What follows belongs to an exercise in optimizing a design on an open flow for small area, a short achievable clock period and few clock cycles per item; a production flow would make more cautious choices. Only simulation tests tie the RTL to the original design; equivalence was not proved. Power is estimated from default activity; no workload was simulated.

## flow/design.v (module list and top-level ports; edited modules follow where they fit)
// module fa: 4 lines
// module ha: 4 lines
// module lc: 3 lines
// module mul: 3177 lines
// module random: 587 lines
// module barnsley: 51 lines
module barnsley #(
    parameter FP_WIDTH = 25,
    parameter FP_INT = 5
    ) (
    input  wire clk,
    input  wire reset,
    output wire [19:0] iter_max,
    input  wire iter_change,
    output reg  done,
    output wire complete,
    output wire signed [FP_WIDTH-1:0] xn,
    output reg  signed [FP_WIDTH-1:0] yn
    );
  // ...
==> flow/run.sh <==
#!/bin/bash
# synth_recipe.tcl (not shown) runs the flow's synth.tcl, then flattens the netlist and writes it again
# the make line also repeats each setting of config.mk as NAME=value (left out here)
make -C /OpenROAD-flow-scripts/flow DESIGN_CONFIG=/design/flow/config.mk WORK_HOME=/design/flow/orfs CLKGATE_MAP_FILE= SYNTH_SCRIPT=/design/flow/synth_recipe.tcl finish
==> flow/config.mk <==
export PLATFORM = sky130hd
export DESIGN_NAME = barnsley
export DESIGN_NICKNAME = barnsley
export VERILOG_FILES = /design/flow/design.v
export SDC_FILE = /design/flow/constraint.sdc
export NUM_CORES = 4
export LEC_CHECK = 0
export CAP_MARGIN = 35
export CORE_MARGIN = 2
export CORE_UTILIZATION = 40
export SLEW_MARGIN = 60
export SYNTH_HIERARCHICAL = 1
==> flow/constraint.sdc <==
create_clock -name core_clock -period 15.0 [get_ports {clk}]
set_input_delay 3.0000 -clock core_clock [delete_from_list [all_inputs] [get_ports {clk}]]
set_output_delay 3.0000 -clock core_clock [all_outputs]
set_load 0.01 [all_outputs]
==> out/qor.csv, run 1 <==
metric;value;unit
status;no timing/DRC/antenna violations;
comb pwr;0.112;mW
Clock-cell share;1.635;%
multi-input logic area;31510;sq um
critical path startpoint category;register;
met3 GRT Util;8.290;%
Pwr Total;0.9852;mW
top layer in use;met5;
FP Rows;111;
top flop regs;random_inst.ctl (31), random_inst.t (31), yn (25);
top_reg_cell synth;dfrtp_1;
Netlist cell types;92;
total congestion overflow;0;
WL final;133.5;mm
H-tree Lvls;4;
Synth Area per Inst;9.989;sq um
Final WS setup;7.465;ns
RSZ-0062 raised after global routing;no;
met1 Usage GRT;36.84;%
first-pass iteration count of the detailed router;7;
register area share after synthesis;8.838;%
Post-DP HPWL;102.8;mm
Largest Pwr Group;the clock network;
Gate power share;11.3;%
commonest cells after routing, fill and taps aside;fa_1, nand2_1, ha_1, inv_1, o21ai_0;
first-iteration detailed-routing DRC count;3457;
Worst Tran Pin Value;0.6464;ns
crit-path cells;buf_4, inv_1, buf_4, nor2_1, fa_1, fa_1, fa_1, fa_1, fa_1, fa_1, fa_1, ha_1, nand4_1, nor3_2, and2_1, nand2_1, inv_1, and2_1, and3_1, and2_1, a21oi_2, xnor2_1;
top cell family by delay on the critical path;adder cells;
area leader, netlist;fa_1;
Clock Power Share;49.9;%
hold-critical path depth;2;
post-synth top area share;45.20;%
commonest non-fill, non-tap cell in the layout;fa_1;
min-delay src;random_inst.mnext2[2]$_DFF_PP0_;
cell at the root of the clock tree;clkbuf_16;
Testbench counts, summed over its fixed seeds: cycles 80,000, points 80,000.
==> inputs of run 2 (changes only) <==
--- a/flow/config.mk
+++ b/flow/config.mk
@@ -7,6 +7,6 @@
 export LEC_CHECK = 0
-export CAP_MARGIN = 35
+export CAP_MARGIN = 50
 export CORE_MARGIN = 2
 export CORE_UTILIZATION = 40
-export SLEW_MARGIN = 60
+export SLEW_MARGIN = 75
 export SYNTH_HIERARCHICAL = 1
==> run 2 against run 1 <==
Effect of this change: first-iteration DRC count is 4.3% lower; critical path depth up 3; non-clock buffer count rose by 44; clock-buffer cell count stayed put; total power decreased by 4.2%; clock power down 9.2%; die area is the same; critical path type unchanged; sequential share of layout area is 0.067 points lower; synthesized cell count unchanged; highest routed layer unchanged; largest cell class unchanged; global-route usage is 0.053 points lower; clock skew down 0.0016 ns.
==> out/qor.csv, run 2 <==
metric;value;unit;change
status;no timing/DRC/antenna violations;;unchanged
Hold-fix buffers, CTS;0;;unchanged
Final nets;4790;;was 4746
#FFs+latches synth;140;;unchanged
CTS-repair resized insts;0;;unchanged
ANT nets after route;0;;unchanged
Warnings, synthesis;8;;unchanged
Synth area leaders;fa_1, ha_1, nand2_1;;unchanged
P per Cell Area;23.30;nW/um^2;was 24.94 nW/um^2
Place WS;7.945;ns;was 7.616 ns
R2R setup slack;7.81;ns;was 7.47 ns
CP endpoint kind;register;;unchanged
post-synth top area share;45.20;%;unchanged
Layout area overhead;9.138;%;was 6.411%
DRC viols;0;;unchanged
Initial Util;40.43;%;unchanged
core area;91800;sq um;unchanged
CTS buffer count;17;;unchanged
Die X;308.6;microns;unchanged
total congestion overflow;0;;unchanged
vias per inst;6.073;;was 6.033
Clk Latency, worst-skew pair;0.49;ns;was 0.50 ns
first-iteration detailed-routing DRC count;3309;;was 3457
Final WS setup;7.811;ns;was 7.465 ns
top cells by count, synth;fa_1, nand2_1, ha_1;;unchanged
FP Rows;111;;unchanged
first-pass iteration count of the detailed router;11;;was 7
period utilisation layout;47.93;%;was 50.23%
total negative slack;0;ns;unchanged
max-cap viol count;0;;unchanged
CTS max path bufs;2;;unchanged
top flop regs;random_inst.ctl (31), random_inst.t (31), yn (25);;unchanged
Synth Area per Inst;9.989;sq um;unchanged
min-delay src;random_inst.mnext2[2]$_DFF_PP0_;;unchanged
fmax;139.1;MHz;was 132.7 MHz
area leader, netlist;fa_1;;unchanged
register area share after synthesis;8.838;%;unchanged
worst r2r dst;yn[21]$_DFF_P_;;unchanged
hold-critical path depth;2;;unchanged
synthesized area;37120;sq um;unchanged
RSZ-0062 raised after global routing;no;;unchanged
endpoints failing hold;0;;unchanged
clock skew;0.02260;ns;was 0.02416 ns
WL final;133.5;mm;about the same
Port Buf Inserts;63;;unchanged
drt wl/cell;27.22;microns;was 27.46 microns
GRT Util Overall;28.71;%;was 28.76%
H-tree Lvls;4;;unchanged
Crit path arrival time;7.56;ns;was 7.92 ns
Post-synth EDFFs;0;;unchanged
global placement routability congestion;1.018;;unchanged
number of post-CTS setup repair buffers;0;;unchanged
FF-to-FF Start;random_inst.ctl[6]$_DFF_PP0_;;was random_inst.ctl[3]$_DFF_PP0_
Post-DP HPWL;103.9;mm;was 102.8 mm
Reg clk slew, reported paths;0.07;ns;about the same
die height;308.6;microns;unchanged
count of pins over their slew limit;0;;unchanged
Final setup viols;0;;unchanged
most frequent cell after synthesis;fa_1;;unchanged
first-pass GRT wire length;202.0;mm;was 201.4 mm
Boundary Pins;75;;unchanged
number of global-route vias before repair;31620;;was 31.23k
largest net degree at the start of global routing;40;;was 69
crit-path max FO;39;;was 33
fin crit period;7.189;ns;was 7.535 ns
# diodes;0;;was 3
cell at the root of the clock tree;clkbuf_16;;unchanged
commonest non-fill, non-tap cell in the layout;fa_1;;unchanged
via count;29780;;was 29.34k
reg2reg path depth;25;;was 22
commonest cells after routing, fill and taps aside;fa_1, nand2_1, ha_1, inv_1, and2_1;;was fa_1, nand2_1, ha_1, inv_1, o21ai_0
kind of critical path;reg2reg;;unchanged
worst vdd ir;0.07848;mV;was 0.08694 mV
FFs w/ async S/R, synth;65.00;%;unchanged
min-delay worst type;reg2reg;;unchanged
Synth Instances;3716;;unchanged
layout cells sized above 1;10.22;%;was 7.631%
top_reg_cell synth;dfrtp_1;;unchanged
initial antenna violation count;3;;unchanged
Worst Path Required;15.37;ns;was 15.38 ns
clock sink count;140;;unchanged
Netlist cell types;92;;unchanged
Leakage;17.62;nW;was 17.28 nW
CTS tree;yes;;unchanged
Die ar.;95250;sq um;unchanged
critical path startpoint category;register;;unchanged
WHS Endpoint;random_inst.mnext2[2]$_DFF_PP0_;;unchanged
==> run 2: cell count changes in the layout (fill, tap and decap cells not counted), moves of 14 or more <==
| cell | change |
|---|---|
| o221ai_1 | -16 |
| buf_6 | +22 |
| buf_1 | +24 |
| buf_4 | -37 |
| o21ai_0 | -26 |
| o21ai_1 | +18 |
| buf_8 | +14 |
==> run 2: modules after synthesis (local to each module, per instance) <==
module	cells inside	copies in the design	area (sq um)	flip-flops and latches
mul	2073	1	12080	0
barnsley	194	1	2301	66
lc	2	44	17.52	0
fa	1	824	20.02	0
ha	1	70	12.51	0
random	467	1	4592	74
==> run 2: layer usage <==
layer	wire length (microns)	GRT usage, %
met5	30	0
met2	60330	44.55
met3	15060	8.900
met4	7906	14.18
met1	50180	36.35
==> run 2: through the flow <==
stage	instance area (sq um)	utilization, %	power (mW)	std cells	hold slack, ns
after floorplan	37150	-	0.4593	3725	0.4383
after global placement	38630	42.08	0.4994	4820	0.4587
after detailed placement	39560	43.09	0.5071	4861	0.4660
after CTS	40150	43.74	0.9626	4893	0.4848
after global routing	40510	44.13	0.9826	4904	0.5242
final	40510	44.13	0.9440	4904	0.4761
==> run 2: final cells by class <==
type	count	area, sq um
Clock buffer	17	425.4
Clock inverter	15	170.2
Fill cell	8758	51290
Inverter	277	1065
Multi-Input combinational cell	3007	31930
Sequential cell	140	3361
Tap cell	1243	1555
Timing Repair Buffer	205	2003
==> run 2: cells by family (layout without fill, tap and decap cells) <==
group | Yosys count | in the layout | synth area share (%)
compound gates | 680 | 680 | 12.89
buf+inv | 578 | 514 | 6.614
fa+ha+maj | 1139 | 1139 | 55.34
flops | 140 | 140 | 8.838
simple gates | 1055 | 1055 | 13.29
mux | 31 | 31 | 0.8393
other cells | 2 | 11 | 0.02023
xor+xnor | 91 | 91 | 2.167
==> run 2: critical path: stages (launching register included) <==
cell	delay (ns)
dfrtp_2	0.35
buf_6	0.31
buf_4	0.29
inv_1	0.09
buf_8	0.21
o211ai_1	0.25
dlymetal6s2s_1	0.23
fa_1	0.44
fa_1	0.47
fa_1	0.47
fa_1	0.40
fa_1	0.48
fa_1	0.40
fa_1	0.46
ha_1	0.36
nand4_1	0.20
nor3_2	0.25
buf_1	0.20
and2_1	0.19
nand2_1	0.10
inv_1	0.11
and2_1	0.16
and3_1	0.20
and2_1	0.15
a21oi_2	0.06
xnor2_1	0.13
==> run 2: report_power, final <==
part | leakage [nW] | switching, mW | internal [mW]
Sequential | 1.46 | 0.00468 | 0.378
Clock | 0.281 | 0.223 | 0.223
Combinational | 15.9 | 0.0597 | 0.0556
Total | 17.6 | 0.288 | 0.657
==> run 2: worst max path at each step <==
stage	start	endpoint	slack, ns	depth (start not counted)
after floorplan	random_inst.ctl[1]$_DFF_PP0_	yn[21]$_DFF_P_	8.36	25
after global placement	random_inst.ctl[18]$_DFF_PP0_	yn[21]$_DFF_P_	7.44	21
after detailed placement	random_inst.ctl[6]$_DFF_PP0_	yn[21]$_DFF_P_	7.95	24
after CTS	random_inst.ctl[1]$_DFF_PP0_	x[21]$_DFF_P_	7.85	22
after global routing	random_inst.ctl[6]$_DFF_PP0_	yn[21]$_DFF_P_	7.49	25
final	random_inst.ctl[6]$_DFF_PP0_	yn[21]$_DFF_P_	7.81	25
==> inputs of run 3 (changes only) <==
==> flow/flow/run.sh (new file) <==
#!/bin/bash
set -e
cp standard.sh standard.sh.txt
export SETUP_SLACK_MARGIN=8
bash standard.sh > standard.log 2>&1
==> flow/standard.sh (new file) <==
#!/bin/bash
# synth_recipe.tcl (not shown) runs the flow's synth.tcl, then flattens the netlist and writes it again
# the make line also repeats each setting of config.mk as NAME=value (left out here)
make -C /OpenROAD-flow-scripts/flow DESIGN_CONFIG=/design/flow/config.mk WORK_HOME=/design/flow/orfs CLKGATE_MAP_FILE= SYNTH_SCRIPT=/design/flow/synth_recipe.tcl "${@:-finish}"
removed: flow/run.sh
==> run 3 against run 2 <==
Effect of this change: still clean; clock-buffer cell count unchanged; sequential cell count unchanged; worst hold slack improved by 0.0019 ns; sequential power about the same; combinational power about the same; fmax increased by 4.4%; total power about the same; cell area increased by 0.96%.
==> out/qor.csv, run 3 <==
metric;value;unit;change
status;no timing/DRC/antenna violations;;unchanged
design area;40900;sq um;was 40510 sq um
vias per inst;6.084;;was 6.073
Boundary Pins;75;;unchanged
RSZ-0062 raised after global routing;yes;;was no
clock sink count;140;;unchanged
placed cell area;39560;sq um;unchanged
Netlist cell types;92;;unchanged
global placement routability congestion;1.018;;unchanged
first-pass iteration count of the detailed router;10;;was 11
Warnings, synthesis;8;;unchanged
Critical Path Max Stage Delay;0.57;ns;was 0.48 ns
largest net degree at the start of global routing;40;;unchanged
top cells by count, synth;fa_1, nand2_1, ha_1;;unchanged
worst vdd ir;0.07848;mV;about the same
Synth area leaders;fa_1, ha_1, nand2_1;;unchanged
Synth Instances;3716;;unchanged
#FFs+latches synth;140;;unchanged
CTS tree;yes;;unchanged
Final WS setup;8.114;ns;was 7.811 ns
Pwr Total;0.9442;mW;was 0.9440 mW
WL final;135.3;mm;was 133.5 mm
Die X;308.6;microns;unchanged
core area;91800;sq um;unchanged
initial antenna violation count;3;;unchanged
ANT nets after route;0;;unchanged
total congestion overflow;0;;unchanged
most frequent cell after synthesis;fa_1;;unchanged
CP dominant cell by count;fa_1;;unchanged
count of pins over their slew limit;0;;unchanged
via count;29910;;was 29.78k
FP Rows;111;;unchanged
DRC viols;0;;unchanged
post-synth top area share;45.20;%;unchanged
drt wl/cell;27.52;microns;was 27.22 microns
fillers;8709;;was 8758
P per Cell Area;23.09;nW/um^2;was 23.30 nW/um^2
Gate power share;12.3;%;was 12.2%
Hold-fix buffers, CTS;0;;unchanged
CTS buffer count;17;;unchanged
sw frac;30.47;%;was 30.46%
total negative slack;0;ns;unchanged
die height;308.6;microns;unchanged
Reg clk slew, reported paths;0.07;ns;about the same
Int Pwr;0.6565;mW;about the same
first-pass GRT wire length;202.1;mm;was 202.0 mm
GRT Util Overall;28.71;%;unchanged
crit-path cells;buf_4, inv_2, nand2_1, nand3_1, fa_1, fa_1, fa_1, fa_1, fa_1, fa_1, ha_1, ha_1, a21o_1, a31o_4, a22o_1, o22a_2, a221o_2, a21o_2, a21oi_2, xnor2_1;;
fin crit period;6.886;ns;was 7.189 ns
CP endpoint kind;register;;unchanged
period utilisation layout;45.91;%;was 47.93%
sw power;0.2877;mW;was 0.2875 mW
area leader, netlist;fa_1;;unchanged
H-tree Lvls;4;;unchanged
Clk Latency, worst-skew pair;0.49;ns;about the same
endpoints failing hold;0;;unchanged
synthesized area;37120;sq um;unchanged
commonest cells after routing, fill and taps aside;fa_1, nand2_1, ha_1, inv_1, and2_1;;unchanged
top flop regs;random_inst.ctl (31), random_inst.t (31), yn (25);;unchanged
max-cap viol count;0;;unchanged
clock skew;0.02143;ns;was 0.02260 ns
FFs w/ async S/R, synth;65.00;%;unchanged
min-delay worst type;reg2reg;;unchanged
number of global-route vias before repair;31630;;was 31.62k
top_reg_cell synth;dfrtp_1;;unchanged
fmax;145.2;MHz;was 139.1 MHz
Place WS;7.945;ns;unchanged
Post-synth EDFFs;0;;unchanged
Final setup viols;0;;unchanged
Crit path arrival time;7.28;ns;was 7.56 ns
layout cells sized above 1;10.81;%;was 10.22%
kind of critical path;reg2reg;;unchanged
Initial Util;40.43;%;unchanged
Leakage;17.77;nW;was 17.62 nW
critical path startpoint category;register;;unchanged
Port Buf Inserts;63;;unchanged
Worst Path Required;15.40;ns;was 15.37 ns
Slowest cell on crit path;fa_1;;unchanged
Die ar.;95250;sq um;unchanged
Post-DP HPWL;103.9;mm;unchanged
cell at the root of the clock tree;clkbuf_16;;unchanged
commonest non-fill, non-tap cell in the layout;fa_1;;unchanged
register area share after synthesis;8.838;%;unchanged
Clock Power Share;47.2;%;about the same
crit-path max FO;14;;was 39
Sequential Power Share;40.5;%;about the same
Synth Area per Inst;9.989;sq um;unchanged
Layout area overhead;10.19;%;was 9.138%
Final nets;4801;;was 4790
first-iteration detailed-routing DRC count;3393;;was 3309
CTS max path bufs;2;;unchanged
-- run 3: cell count changes in the layout (fill, tap and decap cells not counted), moves of 3 or more --
| cell | delta |
|---|---|
| buf_12 | +6 |
| buf_16 | +3 |
| buf_6 | -5 |
| clkbuf_16 | +5 |
| ha_1 | -4 |
| ha_4 | +4 |
-- run 3: power by group through the flow --
stage	combinational (mW)	clock (mW)	sequential, mW
after global placement	0.110	0	0.390
after detailed placement	0.117	0	0.390
after global routing	0.126	0.474	0.383
final	0.116	0.446	0.383
after floorplan	0.0704	0	0.389
after CTS	0.117	0.463	0.383
-- run 3: metrics by stage --
step | hold slack, ns | instances | util (%)
2_1_floorplan | 0.4383 | 3725 | -
3_3_place_gp | 0.4587 | 4820 | 42.08
3_5_place_dp | 0.4660 | 4861 | 43.09
4_1_cts | 0.4848 | 4894 | 43.78
5_1_grt | 0.5242 | 4916 | 44.55
6_report | 0.4779 | 4916 | 44.55
-- run 3: worst paths after layout --
check | to | slack, ns | start | cells past startpoint
max in group asynchronous | random_inst.ctl[4]$_DFF_PP0_ | 11.35 | reset | 5
setup / recovery | x[21]$_DFF_P_ | 8.11 | x[20]$_DFF_P_ | 20
setup reg to reg | x[21]$_DFF_P_ | 8.11 | x[20]$_DFF_P_ | 20
hold reg to reg | random_inst.mnext2[2]$_DFF_PP0_ | 0.48 | random_inst.mnext2[2]$_DFF_PP0_ | 2
min in group asynchronous | random_inst.t[6]$_DFFE_PP0P_ | 2.87 | reset | 2
hold / removal | random_inst.mnext2[2]$_DFF_PP0_ | 0.48 | random_inst.mnext2[2]$_DFF_PP0_ | 2
-- run 3: worst max-delay path, delay by kind of cell, from the launching register on --
| kind | cells | cell delay, ns |
|---|---|---|
| buffers and inverters | 2 | 0.51 |
| flip-flops | 1 | 0.31 |
| XOR/XNOR | 1 | 0.14 |
| AND/OR/NAND/NOR | 2 | 0.61 |
| adder cells (fa/ha/maj) | 8 | 3.49 |
| AO/OA/AOI/OAI | 7 | 1.72 |
-- run 3: modules after synthesis (local to each module, per instance) --
| module | cell area (sq um) | copies in the design | cells | flip-flops and latches |
|---|---|---|---|---|
| ha | 12.51 | 70 | 1 | 0 |
| lc | 17.52 | 44 | 2 | 0 |
| barnsley | 2301 | 1 | 194 | 66 |
| mul | 12080 | 1 | 2073 | 0 |
| fa | 20.02 | 824 | 1 | 0 |
| random | 4592 | 1 | 467 | 74 |
-- run 3: area by class of cell --
class | count | area (sq um) | share of cell area (%)
Sequential cell | 140 | 3363 | 8.223
Timing Repair Buffer | 216 | 2273 | 5.559
Inverter | 277 | 1077 | 2.634
Clock inverter | 15 | 170.2 | 0.4161
Multi-Input combinational cell | 3007 | 32030 | 78.32
Antenna cell | 1 | 2.502 | 0.006118
Clock buffer | 17 | 425.4 | 1.040
Tap cell | 1243 | 1555 | 3.803
-- run 3: layer usage --
layer	vias to the layer above	track usage [%]	wire, microns	share of wire [%]
li1	12160	-	-	-
met1	15140	36.53	50720	37
met2	2030	44.50	60790	45
met3	571	8.612	15330	11
met4	8	14.32	8333	6.2
met5	-	0	125	0.092
-- run 3: logic make-up after synthesis --
group | share of synthesized area, %
AO/OA/AOI/OAI | 12.89
XOR/XNOR | 2.167
adder cells (fa/ha/maj) | 55.34
buffers and inverters | 6.614
flip-flops | 8.838
multiplexers | 0.8393
other | 0.02023
AND/OR/NAND/NOR | 13.29
-- run 3: timing repair --
action                     in CTS  in global routing
gates cloned                    0                  5
setup buffers                   1                  4
resized for setup               7                 40
setup endpoints to repair       3                  9
pin swaps                       2                  2
==> inputs of run 4 (changes only) <==
==> flow/flow/run.sh (replaced) <==
#!/bin/bash
set -e
cp standard.sh standard.sh.txt
export SETUP_SLACK_MARGIN=10
bash standard.sh > standard.log 2>&1
==> run 4 against run 3 <==
Effect of this change: sequential share of layout area shrank 0.69 points; clock power is 1% higher; highest routed layer unchanged; synthesized area stayed put; sequential power is essentially flat; die area unchanged; utilization grew 4.5 points; sequential cell count unchanged; register-to-register slack better by 0.56 ns; fmax rose by 8.8%; final cell count is 3.8% higher.
==> out/qor.csv, run 4 <==
metric;value;unit;change
die height;308.6;microns;unchanged
sw power;0.2903;mW;was 0.2877 mW
Die ar.;95250;sq um;unchanged
#FFs+latches synth;140;;unchanged
crit-path max FO;15;;was 14
area leader, netlist;fa_1;;unchanged
Post-synth EDFFs;0;;unchanged
CTS buffer count;17;;unchanged
via count;31240;;was 29.91k
first-pass iteration count of the detailed router;9;;was 10
Port Buf Inserts;63;;unchanged
DRC viols;0;;unchanged
Reg clk slew, reported paths;0.06;ns;was 0.07 ns
clock skew;0.04538;ns;was 0.02143 ns
WL final;144.6;mm;was 135.3 mm
top flop regs;random_inst.ctl (31), random_inst.t (31), yn (25);;unchanged
total congestion overflow;0;;unchanged
worst vdd ir;0.08541;mV;was 0.07848 mV
first-iteration detailed-routing DRC count;3880;;was 3393
number of global-route vias before repair;32700;;was 31.63k
count of pins over their slew limit;0;;unchanged
clock sink count;140;;unchanged
Post-DP HPWL;104.4;mm;was 103.9 mm
period utilisation layout;42.19;%;was 45.91%
min-delay src;random_inst.mnext2[2]$_DFF_PP0_;;unchanged
Synth Instances;3716;;unchanged
reg2reg path depth;24;;was 20
largest net degree at the start of global routing;50;;was 40
Initial Util;40.43;%;unchanged
FF-to-FF Start;random_inst.ctl[0]$_DFF_PP0_;;was x[20]$_DFF_P_
ANT nets after route;0;;unchanged
Synth Area per Inst;9.989;sq um;unchanged
Leakage;19.05;nW;was 17.77 nW
Util after Layout;49.07;%;was 44.55%
top cells by count, synth;fa_1, nand2_1, ha_1;;unchanged
min-delay worst type;reg2reg;;unchanged
most frequent cell after synthesis;fa_1;;unchanged
Layout area overhead;21.37;%;was 10.19%
register area share after synthesis;8.838;%;unchanged
M1 WL;52.04;mm;was 50.72 mm
fmax;158.0;MHz;was 145.2 MHz
FP Rows;111;;unchanged
vias per inst;6.121;;was 6.084
CTS max path bufs;2;;unchanged
Worst Path Required;15.38;ns;was 15.40 ns
drt wl/cell;28.33;microns;was 27.52 microns
Crit path arrival time;6.71;ns;was 7.28 ns
sw frac;28.83;%;was 30.47%
FFs w/ async S/R, synth;65.00;%;unchanged
global placement routability congestion;1.013;;was 1.018
Hold-fix buffers, CTS;0;;unchanged
critical path startpoint category;register;;unchanged
WL met2;65.43;mm;was 60.79 mm
commonest cells after routing, fill and taps aside;fa_1, nand2_1, ha_1, inv_1, buf_4;;was fa_1, nand2_1, ha_1, inv_1, and2_1
Warnings, synthesis;8;;unchanged
endpoints failing hold;0;;unchanged
core area;91800;sq um;unchanged
H-tree Lvls;4;;unchanged
Boundary Pins;75;;unchanged
Pwr Total;1.007;mW;was 0.9442 mW
Synth area leaders;fa_1, ha_1, nand2_1;;unchanged
synthesized area;37120;sq um;unchanged
DR WL met3;16.94;mm;was 15.33 mm
initial antenna violation count;7;;was 3
max-cap viol count;0;;unchanged
Final nets;4986;;was 4801
status;no timing/DRC/antenna violations;;unchanged
Netlist cell types;92;;unchanged
kind of critical path;reg2reg;;unchanged
CTS tree;yes;;unchanged
Clock Power Share;44.8;%;was 47.2%
first-pass GRT wire length;213.0;mm;was 202.1 mm
Die X;308.6;microns;unchanged
top_reg_cell synth;dfrtp_1;;unchanged
Int Pwr;0.7166;mW;was 0.6565 mW
hold-critical path depth;2;;unchanged
post-synth top area share;45.20;%;unchanged
Gate power share;17.1;%;was 12.3%
WHS Endpoint;random_inst.mnext2[2]$_DFF_PP0_;;unchanged
CP endpoint kind;register;;unchanged
GRT Util Overall;30.65;%;was 28.71%
cell at the root of the clock tree;clkbuf_16;;unchanged
Sequential Power Share;38.1;%;was 40.5%
P per Cell Area;22.35;nW/um^2;was 23.09 nW/um^2
Final setup viols;0;;unchanged
Clk Latency, worst-skew pair;0.53;ns;was 0.49 ns
total negative slack;0;ns;unchanged
RSZ-0062 raised after global routing;yes;;unchanged
R2R setup slack;8.67;ns;was 8.11 ns
worst r2r dst;yn[21]$_DFF_P_;;was x[21]$_DFF_P_
fin crit period;6.328;ns;was 6.886 ns
commonest non-fill, non-tap cell in the layout;fa_1;;unchanged
layout cells sized above 1;24.47;%;was 10.81%
top layer in use;met5;;unchanged
-- run 4: cell counts after synthesis --
No cell type changed its count.
-- run 4: what timing repair did --
item,4_1_cts,5_1_grt
cloned,19,1
hold endpoints to repair,0,0
gates resized for setup,304,179
buffers inserted,103,72
setup endpoints to repair,101,88
pin swaps,118,117
-- run 4: cell families (layout without fill, tap and decap cells) --
kind of cell             count (synthesis)  in the layout  synth area share [%]
other                                    2             14               0.02023
adder cells (fa/ha/maj)               1139           1139                 55.34
AO/OA/AOI/OAI                          680            680                 12.89
flip-flops                             140            140                 8.838
buffers and inverters                  578            710                 6.614
AND/OR/NAND/NOR                       1055           1055                 13.29
multiplexers                            31             31                0.8393
XOR/XNOR                                91             91                 2.167
-- run 4: modules after synthesis, one instance, submodules excluded --
module    area, sq um  copies in the design
mul             12080                     1
random           4592                     1
barnsley         2301                     1
fa              20.02                   824
lc              17.52                    44
ha              12.51                    70
-- run 4: worst max path at each step --
stage	start	to	slack (ns)	depth (start not counted)
6_report	random_inst.ctl[0]$_DFF_PP0_	yn[21]$_DFF_P_	8.67	24
3_5_place_dp	x[17]$_DFF_P_	x[22]$_DFF_P_	8.18	20
3_3_place_gp	random_inst.ctl[3]$_DFF_PP0_	x[22]$_DFF_P_	7.88	20
5_1_grt	random_inst.ctl[6]$_DFF_PP0_	x[22]$_DFF_P_	8.60	20
4_1_cts	random_inst.ctl[0]$_DFF_PP0_	x[21]$_DFF_P_	8.77	21
2_1_floorplan	random_inst.ctl[0]$_DFF_PP0_	x[22]$_DFF_P_	8.85	23
-- run 4: stage by stage --
stage	instances	hold WS [ns]	setup WS, ns	cell area [sq um]
2_1_floorplan	3725	0.4383	8.854	38080
3_3_place_gp	4817	0.4591	7.875	39250
3_5_place_dp	4861	0.4724	8.175	40250
4_1_cts	5015	0.4925	8.767	43360
5_1_grt	5102	0.5270	8.602	45050
6_report	5103	0.5073	8.672	45050
-- run 4: routing by layer --
metal  up-vias  GRT usage, %
li1      12520             -
met1     15810         37.69
met2      2266         47.81
met3       628         9.763
met4         6         17.08
met5         -             0
-- run 4: power groups by stage --
stage / combinational, mW / sequential [mW] / clock, mW
floorplan: 0.0781 / 0.389 / 0
global placement: 0.118 / 0.390 / 0
detailed placement: 0.123 / 0.390 / 0
CTS: 0.152 / 0.385 / 0.463
global route: 0.186 / 0.384 / 0.473
finish: 0.172 / 0.383 / 0.451
-- run 4: cell type report --
| class | instances | area [sq um] |
|---|---|---|
| Fill cell | 8274 | 46750 |
| Multi-Input combinational cell | 3007 | 34020 |
| Timing Repair Buffer | 401 | 4325 |
| Sequential cell | 140 | 3395 |
| Tap cell | 1243 | 1555 |
| Inverter | 277 | 1159 |
| Clock buffer | 21 | 481.7 |
| Clock inverter | 11 | 103.9 |
| Antenna cell | 3 | 7.507 |
-- run 4: worst max-delay path: stages (launching register included) --
cell and delay (ns):
dfrtp_2 0.43, buf_12 0.16, buf_16 0.17, buf_16 0.17, mux2i_1 0.22, o211ai_1 0.20
buf_2 0.20, fa_2 0.57, fa_2 0.45, fa_1 0.52, fa_1 0.45, ha_4 0.18
fa_2 0.53, fa_2 0.45, ha_4 0.30, nand2_4 0.06, nor3_4 0.15, and2_4 0.20
nand2_4 0.07, inv_4 0.07, and2_4 0.14, and3_4 0.19, and2_1 0.14, a21oi_2 0.06
xnor2_1 0.12
==> inputs of run 5 (changes only) <==
==> flow/flow/run.sh (replaced) <==
#!/bin/bash
set -e
cp standard.sh standard.sh.txt
export SETUP_SLACK_MARGIN=9
bash standard.sh > standard.log 2>&1
==> run 5 against run 4 <==
Effect of this change: highest routed layer unchanged; register-to-register slack worse by 0.09 ns; global-route usage down 0.37 points; via count down 0.65%; utilization down 1.8 points; clock power up 6.2%; sequential cell count unchanged; critical endpoint is now x[21]$_DFF_P_; sequential power about the same; worst setup slack worse by 0.086 ns; critical path depth down 3; first-iteration DRC count up 4.9%; worst hold slack worse by 0.028 ns; cell area down 3.7%.
==> out/qor.csv, run 5 <==
metric;value;unit;change
WL final;143.9;mm;was 144.6 mm
Initial Util;40.43;%;unchanged
placed cell area;39750;sq um;was 40250 sq um
clock skew;0.04219;ns;was 0.04538 ns
worst vdd ir;0.05026;mV;was 0.08541 mV
Place WS;8.024;ns;was 8.175 ns
Warnings, synthesis;8;;unchanged
Post-DP HPWL;104.1;mm;was 104.4 mm
DRC viols;0;;unchanged
synthesized area;37120;sq um;unchanged
vias per inst;6.161;;was 6.121
fmax;155.9;MHz;was 158.0 MHz
largest net degree at the start of global routing;53;;was 50
FP Rows;111;;unchanged
storage element area;3386;sq um;was 3395 sq um
Placed Instances;4853;;was 4861
total negative slack;0;ns;unchanged
commonest cells after routing, fill and taps aside;fa_1, nand2_1, ha_1, inv_1, and2_1;;was fa_1, nand2_1, ha_1, inv_1, buf_4
Util after Layout;47.25;%;was 49.07%
crit-path max FO;6;;was 15
cell at the root of the clock tree;clkbuf_16;;unchanged
Worst Path Required;15.42;ns;was 15.38 ns
Synth Area in Simple Gates;13.29;%;unchanged
Leakage;18.60;nW;was 19.05 nW
initial antenna violation count;8;;was 7
first-iteration detailed-routing DRC count;4072;;was 3880
max-cap viol count;0;;unchanged
mux contribution to synthesized area;0.8393;%;unchanged
Synth Area per Inst;9.989;sq um;unchanged
Die X;308.6;microns;unchanged
top cell family by delay on the critical path;adder cells;;unchanged
largest family of logic cells by synthesized area;adder cells;;unchanged
Critical Path Source;random_inst.ctl[0]$_DFF_PP0_;;unchanged
endpoints failing hold;0;;unchanged
layout cells sized above 1;18.38;%;was 24.47%
post-synth top area share;45.20;%;unchanged
Post-synth EDFFs;0;;unchanged
min-delay worst type;reg2reg;;unchanged
kind of critical path;reg2reg;;unchanged
Reg clk slew, reported paths;0.10;ns;was 0.06 ns
Final WS setup;8.586;ns;was 8.672 ns
Netlist cell types;92;;unchanged
crit-path cells;buf_12, buf_16, nand2b_4, nand3_4, fa_2, fa_2, fa_2, fa_1, fa_1, ha_2, fa_2, fa_2, ha_4, a21o_1, a31o_4, a22o_1, o22a_2, a221o_2, a21o_2, a21oi_2, xnor2_1;;was buf_12, buf_16, buf_16, mux2i_1, o211ai_1, buf_2, fa_2, fa_2, fa_1, fa_1, ha_4, fa_2, fa_2, ha_4, nand2_4, nor3_4, and2_4, nand2_4, inv_4, and2_4, and3_4, and2_1, a21oi_2, xnor2_1
CP dominant cell by count;fa_2;;unchanged
count of pins over their slew limit;0;;unchanged
via count;31030;;was 31.24k
fillers;8455;;was 8274
Clk Latency, worst-skew pair;0.52;ns;was 0.53 ns
CTS tree;yes;;unchanged
Non-Filler Instances;5037;;was 5103
core area;91800;sq um;unchanged
GRT Util Overall;30.29;%;was 30.65%
total congestion overflow;0;;unchanged
Boundary Pins;75;;unchanged
CTS max path bufs;2;;unchanged
Final nets;4922;;was 4986
Slowest cell on crit path;fa_2;;unchanged
post-synthesis compound-gate area fraction;12.89;%;unchanged
Worst Path Buf+Inv;2;;was 5
critical path startpoint category;register;;unchanged
Die ar.;95250;sq um;unchanged
clock sink count;140;;unchanged
Synth Instances;3716;;unchanged
period utilisation layout;42.76;%;was 42.19%
RSZ-0062 raised after global routing;yes;;unchanged
FF-to-FF Start;random_inst.ctl[0]$_DFF_PP0_;;unchanged
top_reg_cell synth;dfrtp_1;;unchanged
Synth Area in Adders;55.34;%;unchanged
first-pass GRT wire length;211.0;mm;was 213.0 mm
register area share after synthesis;8.838;%;unchanged
WHS;0.4796;ns;was 0.5073 ns
min-delay src;random_inst.mnext2[2]$_DFF_PP0_;;unchanged
multi-input logic area;32980;sq um;was 34020 sq um
first-pass iteration count of the detailed router;12;;was 9
P per Cell Area;22.85;nW/um^2;was 22.35 nW/um^2
top cells by count, synth;fa_1, nand2_1, ha_1;;unchanged
H-tree Lvls;4;;unchanged
Critical Path Max Stage Delay;0.53;ns;was 0.57 ns
global placement routability congestion;1.043;;was 1.013
most frequent cell after synthesis;fa_1;;unchanged
Final setup viols;0;;unchanged
Port Buf Inserts;63;;unchanged
Crit path arrival time;6.83;ns;was 6.71 ns
number of global-route vias before repair;32260;;was 32.70k
top flop regs;random_inst.ctl (31), random_inst.t (31), yn (25);;unchanged
area leader, netlist;fa_1;;unchanged
CTS buffer count;17;;unchanged
Pwr Total;0.9910;mW;was 1.007 mW
Layout area overhead;16.86;%;was 21.37%
status;no timing/DRC/antenna violations;;unchanged
ANT nets after route;0;;unchanged
Synth area leaders;fa_1, ha_1, nand2_1;;unchanged
commonest non-fill, non-tap cell in the layout;fa_1;;unchanged
drt wl/cell;28.57;microns;was 28.33 microns
FFs w/ async S/R, synth;65.00;%;unchanged
CP endpoint kind;register;;unchanged
design area;43380;sq um;was 45050 sq um
fin crit period;6.414;ns;was 6.328 ns
#FFs+latches synth;140;;unchanged
post-synthesis xor/xnor area fraction;2.167;%;unchanged
die height;308.6;microns;unchanged
-- run 5: path summary, 6_finish.rpt --
kind / endpoint / slack [ns] / cells past startpoint
max in group asynchronous: random_inst.mreg[1]$_DFFE_PP1P_ / 11.27 / 5
max: x[21]$_DFF_P_ / 8.59 / 21
min reg2reg: random_inst.mnext2[2]$_DFF_PP0_ / 0.48 / 2
min: random_inst.mnext2[2]$_DFF_PP0_ / 0.48 / 2
max reg2reg: x[21]$_DFF_P_ / 8.59 / 21
min in group asynchronous: random_inst.t[9]$_DFFE_PP0P_ / 2.88 / 2
-- run 5: kinds of logic after synthesis --
logic type	after synthesis
XOR/XNOR	91
multiplexers	31
flip-flops	140
adder cells (fa/ha/maj)	1139
other	2
AND/OR/NAND/NOR	1055
AO/OA/AOI/OAI	680
buffers and inverters	578
-- run 5: layout make-up --
cell class              count  area share [%]
clock buffers              20           1.053
well taps                1243           3.586
inverters                 277           2.662
multi-input cells        3007           76.02
repair buffers            337           8.507
diodes                      1        0.005769
flip-flops and latches    140           7.806
clock inverters            12          0.3577
-- run 5: repair_timing --
item,in CTS,in global routing
hold endpoints to repair,0,0
endpoints found under the setup margin,55,51
resized for setup,189,95
pin swaps,59,48
hold buffers,0,0
buffers inserted,56,54
gates cloned,14,7
-- run 5: report_power, final --
part	internal (mW)	total, mW	switching, mW
logic	0.0655	0.129	0.0640
registers	0.378	0.382	0.00419
clock network	0.259	0.479	0.220
-- run 5: layer usage --
layer  up-vias  track usage [%]  wire length [microns]
met5         -                0                     89
met4        14            17.01                  10160
met3       732            10.37                  17680
met2      2293            46.15                  63470
met1     15550            37.65                  52500
li1      12440                -                      -
-- run 5: worst register-to-register path, cell delays in order, from the launching register on --
cell,delay (ns)
dfrtp_4,0.51
buf_12,0.16
buf_16,0.16
nand2b_4,0.09
nand3_4,0.11
fa_2,0.39
fa_2,0.38
fa_2,0.41
fa_1,0.51
fa_1,0.41
ha_2,0.19
fa_2,0.53
fa_2,0.46
ha_4,0.18
a21o_1,0.20
a31o_4,0.28
a22o_1,0.24
o22a_2,0.22
a221o_2,0.39
a21o_2,0.22
a21oi_2,0.11
xnor2_1,0.13
-- run 5: modules after synthesis (local to each module, per instance) --
module / cell area, sq um / flip-flops and latches
random: 4592 / 74
ha: 12.51 / 0
lc: 17.52 / 0
mul: 12080 / 0
barnsley: 2301 / 66
fa: 20.02 / 0
==> inputs of run 6 (changes only) <==
--- a/flow/config.mk
+++ b/flow/config.mk
@@ -7,6 +7,6 @@
 export LEC_CHECK = 0
-export CAP_MARGIN = 50
+export CAP_MARGIN = 20
 export CORE_MARGIN = 2
 export CORE_UTILIZATION = 40
-export SLEW_MARGIN = 75
+export SLEW_MARGIN = 20
 export SYNTH_HIERARCHICAL = 1
==> run 6 against run 5 <==
Effect of this change: worst hold slack gained 0.0023 ns; die area is the same; first-iteration DRC count shrank 2.7%; non-clock buffer count shrank 76; sequential power is essentially flat; register-to-register slack lost 0.06 ns; utilization shrank 1.5 points; clock power shrank 3%; via count shrank 1.4%; total power shrank 2.0%; synthesized cell count is the same; sequential cell count is the same; critical endpoint is now yn[21]$_DFF_P_; largest power group unchanged; highest routed layer unchanged.
==> out/qor.csv, run 6 <==
metric;value;unit;change
Die X;308.6;microns;unchanged
Worst Path Required;15.39;ns;was 15.42 ns
Worst Tran Pin Value;0.8539;ns;
die height;308.6;microns;unchanged
commonest cells after routing, fill and taps aside;fa_1, nand2_1, ha_1, inv_1, and2_1;;unchanged
top_reg_cell synth;dfrtp_1;;unchanged
clock skew;0.05003;ns;was 0.04219 ns
number of global-route vias before repair;31910;;was 32.26k
Layout area overhead;13.11;%;was 16.86%
CTS buffer count;17;;unchanged
design area;41990;sq um;was 43380 sq um
RSZ-0062 raised after global routing;yes;;unchanged
largest net degree at the start of global routing;59;;was 53
#FFs+latches synth;140;;unchanged
placed cell area;38770;sq um;was 39750 sq um
total negative slack;0;ns;unchanged
Final setup viols;0;;unchanged
Synth Area per Inst;9.989;sq um;unchanged
synthesized area;37120;sq um;unchanged
critical path startpoint category;register;;unchanged
DRC viols;0;;unchanged
hold-critical path depth;2;;unchanged
Initial Util;40.43;%;unchanged
Clk Latency, worst-skew pair;0.53;ns;was 0.52 ns
Reg clk slew, reported paths;0.07;ns;was 0.10 ns
Netlist cell types;92;;unchanged
commonest non-fill, non-tap cell in the layout;fa_1;;unchanged
Boundary Pins;75;;unchanged
drt wl/cell;28.68;microns;was 28.57 microns
clock sink count;140;;unchanged
GRT Util Overall;30.49;%;was 30.29%
FFs w/ async S/R, synth;65.00;%;unchanged
Port Buf Inserts;63;;unchanged
first-iteration detailed-routing DRC count;3964;;was 4072
Synth Instances;3716;;unchanged
crit-path max FO;25;;was 6
fin crit period;6.470;ns;was 6.414 ns
min-delay worst type;reg2reg;;unchanged
Slowest cell on crit path;o211ai_1;;was fa_2
kind of critical path;reg2reg;;unchanged
global placement routability congestion;1.043;;unchanged
most frequent cell after synthesis;fa_1;;unchanged
WHS;0.4819;ns;was 0.4796 ns
min-delay src;random_inst.mnext2[3]$_DFF_PP0_;;was random_inst.mnext2[2]$_DFF_PP0_
Warnings, synthesis;8;;unchanged
P per Cell Area;23.13;nW/um^2;was 22.85 nW/um^2
Crit path arrival time;6.86;ns;was 6.83 ns
Worst slew margin;43.07;%;
CTS max path bufs;2;;unchanged
Die ar.;95250;sq um;unchanged
ANT nets after route;0;;unchanged
CP dominant cell by count;fa_2;;unchanged
status;no timing/DRC/antenna violations;;unchanged
reg2reg path depth;21;;unchanged
WL final;142.4;mm;was 143.9 mm
CP endpoint kind;register;;unchanged
Worst Path Buf+Inv;3;;was 2
top cell family by delay on the critical path;adder cells;;unchanged
endpoints failing hold;0;;unchanged
Final nets;4847;;was 4922
Leakage;18.00;nW;was 18.60 nW
worst r2r dst;yn[21]$_DFF_P_;;was x[21]$_DFF_P_
FF-to-FF Start;random_inst.ctl[19]$_DFF_PP0_;;was random_inst.ctl[0]$_DFF_PP0_
top cells by count, synth;fa_1, nand2_1, ha_1;;unchanged
count of pins over their slew limit;0;;unchanged
top flop regs;random_inst.ctl (31), random_inst.t (31), yn (25);;unchanged
area leader, netlist;fa_1;;unchanged
first-pass GRT wire length;210.7;mm;was 211.0 mm
initial antenna violation count;5;;was 8
post-synth top area share;45.20;%;unchanged
crit-path cells;buf_6, inv_4, o211ai_1, fa_2, fa_2, fa_2, fa_1, fa_2, fa_1, fa_1, ha_4, nand4_1, nor3_4, and2_4, nand2_1, inv_2, and2_4, and3_4, and2_1, a21oi_2, xnor2_1;;was buf_12, buf_16, nand2b_4, nand3_4, fa_2, fa_2, fa_2, fa_1, fa_1, ha_2, fa_2, fa_2, ha_4, a21o_1, a31o_4, a22o_1, o22a_2, a221o_2, a21o_2, a21oi_2, xnor2_1
Critical Path Max Stage Delay;0.64;ns;was 0.53 ns
H-tree Lvls;4;;unchanged
WHS Endpoint;random_inst.mnext2[3]$_DFF_PP0_;;was random_inst.mnext2[2]$_DFF_PP0_
Hold-fix buffers, CTS;0;;unchanged
register area share after synthesis;8.838;%;unchanged
Post-DP HPWL;103.7;mm;was 104.1 mm
FP Rows;111;;unchanged
max-cap viol count;0;;unchanged
R2R setup slack;8.53;ns;was 8.59 ns
via count;30590;;was 31.03k
core area;91800;sq um;unchanged
vias per inst;6.159;;was 6.161
Post-synth EDFFs;0;;unchanged
CTS tree;yes;;unchanged
worst vdd ir;0.05035;mV;was 0.05026 mV
cell at the root of the clock tree;clkbuf_16;;unchanged
layout cells sized above 1;15.49;%;was 18.38%
fmax;154.6;MHz;was 155.9 MHz
total congestion overflow;0;;unchanged
first-pass iteration count of the detailed router;14;;was 12
period utilisation layout;43.13;%;was 42.76%
Synth area leaders;fa_1, ha_1, nand2_1;;unchanged
run 6: where the power goes:
part / switching, mW / internal, mW / total, mW
logic: 0.0602 / 0.0611 / 0.121
registers: 0.00482 / 0.378 / 0.383
clock network: 0.230 / 0.237 / 0.467
run 6: kinds of logic (layout without fill, tap and decap cells):
group                    count (synthesis)  count (layout)  share of synthesized area (%)
AO/OA/AOI/OAI                          680             680                          12.89
XOR/XNOR                                91              91                          2.167
adder cells (fa/ha/maj)               1139            1139                          55.34
buffers and inverters                  578             571                          6.614
flip-flops                             140             140                          8.838
multiplexers                            31              31                         0.8393
other                                    2              16                        0.02023
AND/OR/NAND/NOR                       1055            1055                          13.29
run 6: metrics by stage:
step	total power, mW	util [%]	worst slack, ns	cells
after floorplan	0.4593	-	8.849	3725
after global placement	0.5003	42.23	7.972	4813
after detailed placement	0.5012	42.23	7.909	4813
after CTS	0.9755	44.93	8.694	4926
after global routing	1.006	45.72	8.469	4962
final	0.9711	45.73	8.530	4966
run 6: routing by layer:
layer	vias to the layer above	GRT usage, %	part of all wire, %
met5	-	1.112	0.20
met1	15350	37.20	36
met4	14	17.87	7.5
met2	2245	46.11	44
met3	696	11.35	12
li1	12280	-	-
run 6: area by class of cell:
class	instances	area [sq um]
Timing Repair inverter	1	7.507
Antenna cell	5	12.51
Clock inverter	15	175.2
Multi-Input combinational cell	3007	32390
Inverter	277	1162
Fill cell	8591	49820
Clock buffer	17	425.4
Timing Repair Buffer	261	2898
Tap cell	1243	1555
Sequential cell	140	3363
run 6: worst max-delay path by stage:
stage | from | to | slack (ns) | cells after the start
final | random_inst.ctl[19]$_DFF_PP0_ | yn[21]$_DFF_P_ | 8.53 | 21
after global routing | random_inst.ctl[21]$_DFF_PP0_ | yn[21]$_DFF_P_ | 8.47 | 21
after CTS | random_inst.ctl[0]$_DFF_PP0_ | x[22]$_DFF_P_ | 8.69 | 20
after detailed placement | random_inst.ctl[5]$_DFF_PP0_ | yn[21]$_DFF_P_ | 7.91 | 22
after global placement | random_inst.ctl[3]$_DFF_PP0_ | x[22]$_DFF_P_ | 7.97 | 20
after floorplan | random_inst.ctl[1]$_DFF_PP0_ | x[22]$_DFF_P_ | 8.85 | 22
run 6: worst register-to-register path, delay by kind of cell, from the launching register on:
family / cells / cell delay (ns)
xor gates and xnor gates: 1 / 0.12
adders and majority gates: 8 / 3.35
buffers and inverters: 3 / 0.54
and+or+nand+nor: 7 / 1.28
DFF: 1 / 0.35
AOI/OAI and AO/OA: 2 / 0.72
run 6: Yosys stat by module, one instance, submodules excluded:
module | cells inside | flops+latches
ha | 1 | 0
fa | 1 | 0
barnsley | 194 | 66
random | 467 | 74
mul | 2073 | 0
lc | 2 | 0
run 6: timing repair:
| action | 4_1_cts | 5_1_grt |
|---|---|---|
| pin swaps | 56 | 49 |
| cloned | 17 | 3 |
| buffers inserted | 64 | 32 |
| endpoints found under the setup margin | 53 | 57 |
| resized for setup | 249 | 98 |
==> inputs of run 7 (changes only) <==
--- a/flow/config.mk
+++ b/flow/config.mk
@@ -7,6 +7,6 @@
 export LEC_CHECK = 0
-export CAP_MARGIN = 20
+export CAP_MARGIN = 35
 export CORE_MARGIN = 2
 export CORE_UTILIZATION = 40
-export SLEW_MARGIN = 20
+export SLEW_MARGIN = 50
 export SYNTH_HIERARCHICAL = 1
==> run 7 against run 6 <==
Effect of this change: sequential power about the same; still clean; total power is 1.7% higher; synthesized cell count stayed put; utilization grew 0.91 points; worst setup slack improved by 0.073 ns; sequential cell count did not move; synthesized area did not move.
==> out/qor.csv, run 7 <==
metric;value;unit;change
Synth area leaders;fa_1, ha_1, nand2_1;;unchanged
period utilisation layout;42.64;%;was 43.13%
top cells by count, synth;fa_1, nand2_1, ha_1;;unchanged
GRT Util Overall;30.97;%;was 30.49%
first-pass iteration count of the detailed router;12;;was 14
met3 GRT Util;11.43;%;was 11.35%
register area share after synthesis;8.838;%;unchanged
CTS max path bufs;2;;unchanged
post-synth top area share;45.20;%;unchanged
Layout area overhead;15.36;%;was 13.11%
top_reg_cell synth;dfrtp_1;;unchanged
Place WS;7.909;ns;about the same
count of pins over their slew limit;0;;unchanged
crit-path max FO;25;;unchanged
Port Buf Inserts;63;;unchanged
first-pass GRT wire length;214.0;mm;was 210.7 mm
total congestion overflow;0;;unchanged
Netlist cell types;92;;unchanged
critical path startpoint category;register;;unchanged
Warnings, synthesis;8;;unchanged
Boundary Pins;75;;unchanged
storage element area;3378;sq um;was 3363 sq um
sw frac;30.38;%;was 30.39%
Final setup viols;0;;unchanged
Reg clk slew, reported paths;0.07;ns;about the same
first-iteration detailed-routing DRC count;4065;;was 3964
number of global-route vias before repair;32670;;was 31.91k
Die ar.;95250;sq um;unchanged
Clk Latency, worst-skew pair;0.53;ns;about the same
endpoints failing hold;0;;unchanged
Synth Instances;3716;;unchanged
CTS tree;yes;;unchanged
met1 Usage GRT;37.62;%;was 37.20%
#FFs+latches synth;140;;unchanged
area leader, netlist;fa_1;;unchanged
synthesized area;37120;sq um;unchanged
most frequent cell after synthesis;fa_1;;unchanged
Pwr Total;0.9872;mW;was 0.9711 mW
total negative slack;0;ns;unchanged
Clock Power Share;47.3;%;was 48.1%
kind of critical path;reg2reg;;unchanged
Post-DP HPWL;103.6;mm;was 103.7 mm
clock sink count;140;;unchanged
max-cap viol count;0;;unchanged
H-tree Lvls;4;;unchanged
cell at the root of the clock tree;clkbuf_16;;unchanged
Leakage;18.33;nW;was 18.00 nW
Final WS setup;8.604;ns;was 8.530 ns
Die X;308.6;microns;unchanged
WL final;144.2;mm;was 142.4 mm
Worst slew margin;46.33;%;was 43.07%
Placed Instances;4813;;unchanged
fmax;156.3;MHz;was 154.6 MHz
M2 GR Usage;46.63;%;was 46.11%
Non-Filler Instances;5018;;was 4966
CP endpoint kind;register;;unchanged
Initial Util;40.43;%;unchanged
ANT nets after route;0;;unchanged
drt wl/cell;28.73;microns;was 28.68 microns
multi-input logic area;32690;sq um;was 32390 sq um
Gate power share;14.1;%;was 12.5%
GRT busiest layer;met2;;unchanged
initial antenna violation count;7;;was 5
layout cells sized above 1;17.76;%;was 15.49%
Final nets;4901;;was 4847
core area;91800;sq um;unchanged
fillers;8534;;was 8591
RSZ-0062 raised after global routing;yes;;unchanged
sw power;0.2999;mW;was 0.2951 mW
placed cell area;38780;sq um;was 38770 sq um
Synth Area per Inst;9.989;sq um;unchanged
status;no timing/DRC/antenna violations;;unchanged
largest net degree at the start of global routing;59;;unchanged
worst vdd ir;0.06237;mV;was 0.05035 mV
commonest non-fill, non-tap cell in the layout;fa_1;;unchanged
top flop regs;random_inst.ctl (31), random_inst.t (31), yn (25);;unchanged
global placement routability congestion;1.043;;unchanged
FFs w/ async S/R, synth;65.00;%;unchanged
Int Pwr;0.6873;mW;was 0.6760 mW
Sequential Power Share;38.7;%;was 39.4%
clock skew;0.04796;ns;was 0.05003 ns
Post-synth EDFFs;0;;unchanged
P per Cell Area;23.06;nW/um^2;was 23.13 nW/um^2
vias per inst;6.146;;was 6.159
via count;30840;;was 30.59k
Hold-fix buffers, CTS;0;;unchanged
DRC viols;0;;unchanged
Crit path arrival time;6.78;ns;was 6.86 ns
FP Rows;111;;unchanged
die height;308.6;microns;unchanged
Worst Tran Pin Value;0.8051;ns;was 0.8539 ns
fin crit period;6.396;ns;was 6.470 ns
CTS buffer count;17;;unchanged
design area;42820;sq um;was 41990 sq um
commonest cells after routing, fill and taps aside;fa_1, nand2_1, ha_1, inv_1, buf_4;;was fa_1, nand2_1, ha_1, inv_1, and2_1
Worst Path Required;15.39;ns;about the same
min-delay worst type;reg2reg;;unchanged
-- run 7: changes by cell type in the layout (fill, tap and decap cells not counted), moves of 5 or more --
cell and change:
nand2b_1 -5, nand2_1 -8, buf_12 +5, ha_1 -5, nand2_2 +6, buf_4 +42
-- run 7: timing repair --
| item | CTS | global route |
|---|---|---|
| pin swaps | 73 | 50 |
| hold endpoints to repair | 0 | 0 |
| gates cloned | 20 | 0 |
| resized for setup | 314 | 97 |
| endpoints found under the setup margin | 53 | 57 |
| setup buffers | 98 | 50 |
-- run 7: kinds of logic (layout without fill, tap and decap cells) --
logic type      Yosys count  count (layout)  share of synthesized area [%]
fa+ha+maj              1139            1139                          55.34
simple gates           1055            1055                          13.29
compound gates          680             680                          12.89
buf+inv                 578             625                          6.614
flops                   140             140                          8.838
xor+xnor                 91              91                          2.167
mux                      31              31                         0.8393
other cells               2              14                        0.02023
-- run 7: final timing paths --
path                                                  from                              end  slack [ns]  depth (start not counted)
setup / recovery             random_inst.ctl[19]$_DFF_PP0_                   yn[21]$_DFF_P_        8.60                         21
hold / removal             random_inst.mnext2[3]$_DFF_PP0_  random_inst.mnext2[3]$_DFF_PP0_        0.48                          2
setup reg to reg             random_inst.ctl[19]$_DFF_PP0_                   yn[21]$_DFF_P_        8.60                         21
hold reg to reg            random_inst.mnext2[3]$_DFF_PP0_  random_inst.mnext2[3]$_DFF_PP0_        0.48                          2
max in group asynchronous                            reset    random_inst.ctl[18]$_DFF_PP0_       11.20                          3
min in group asynchronous                            reset     random_inst.t[6]$_DFFE_PP0P_        2.85                          2
-- run 7: layout make-up --
| cell class | count | share of cell area (%) |
|---|---|---|
| diodes | 3 | 0.01753 |
| clock buffers | 17 | 0.9935 |
| clock inverters | 15 | 0.4032 |
| inverters | 277 | 2.741 |
| multi-input cells | 3007 | 76.35 |
| flip-flops and latches | 140 | 7.890 |
| well taps | 1243 | 3.632 |
| repair buffers | 315 | 7.957 |
| repair inverters | 1 | 0.02045 |
-- run 7: critical path, stage by stage (launching register included) --
cell and delay (ns):
dfrtp_1 0.35, buf_6 0.22, inv_6 0.15, o211ai_1 0.61, fa_2 0.60, fa_1 0.47, fa_1 0.53, fa_1 0.42
ha_2 0.19, fa_1 0.46, fa_1 0.52, ha_4 0.30, nand2_2 0.09, nor3_4 0.28, and2_4 0.20, nand2_1 0.09
inv_2 0.08, and2_4 0.15, and3_4 0.19, and2_1 0.13, a21oi_2 0.06, xnor2_1 0.13
-- run 7: power groups by stage --
stage	Clock [mW]	Sequential [mW]	Combinational (mW)
final	0.467	0.382	0.139
after CTS	0.482	0.382	0.113
after floorplan	0	0.389	0.0704
after global placement	0	0.390	0.110
after detailed placement	0	0.390	0.111
after global routing	0.490	0.382	0.150
-- run 7: per-module statistics from Yosys, one instance, submodules excluded --
| module | times used | cell area (sq um) | flip-flops and latches |
|---|---|---|---|
| fa | 824 | 20.02 | 0 |
| ha | 70 | 12.51 | 0 |
| mul | 1 | 12080 | 0 |
| lc | 44 | 17.52 | 0 |
| barnsley | 1 | 2301 | 66 |
| random | 1 | 4592 | 74 |
-- run 7: through the flow --
stage	utilization (%)	hold WS [ns]
after floorplan	-	0.4383
after global placement	42.23	0.4547
after detailed placement	42.25	0.4666
after CTS	45.77	0.4892
after global routing	46.64	0.5181
final	46.64	0.4818
-- run 7: routing by layer --
metal | part of all wire [%] | routed length [microns]
met1 | 36 | 51950
met4 | 7.7 | 11040
met5 | 0.18 | 263
met3 | 13 | 18060
met2 | 44 | 62880

[static timing again, ports no longer ideal]
How much do the figures lean on ideal ports? The routed layouts below were timed once more, with nothing changed but the port constraints. Step 1 sets driving cells, clkbuf_16 on the clock port and buf_2 on the other inputs (assumed; they add their load-dependent delay and slew). Step 2 also shifts input and output timing later by t, the mid clock arrival at the registers, as if the neighbouring blocks saw the same clock. Three values: ideal, step 1, step 2; two values: the first two.
run | shift t [ns] | slack for setup (ns) | latest minus earliest clock arrival (ns) | slew at the worst register clock pin (ns)
run 1 | 0.559 | 7.465 / 7.465 / 7.465 | 0.024 / 0.024 | 0.09 / 0.09
run 2 | 0.558 | 7.811 / 7.811 / 7.811 | 0.023 / 0.023 | 0.09 / 0.09
run 3 | 0.556 | 8.114 / 8.114 / 8.114 | 0.022 / 0.021 | 0.09 / 0.09
run 4 | 0.581 | 8.672 / 8.672 / 8.672 | 0.045 / 0.046 | 0.10 / 0.10
run 5 | 0.579 | 8.586 / 8.586 / 8.586 | 0.044 / 0.043 | 0.10 / 0.10
run 6 | 0.583 | 8.530 / 8.530 / 8.530 | 0.050 / 0.050 | 0.11 / 0.11
run 7 | 0.587 | 8.604 / 8.604 / 8.604 | 0.049 / 0.049 | 0.10 / 0.10
After both steps every run listed still meets setup and hold.
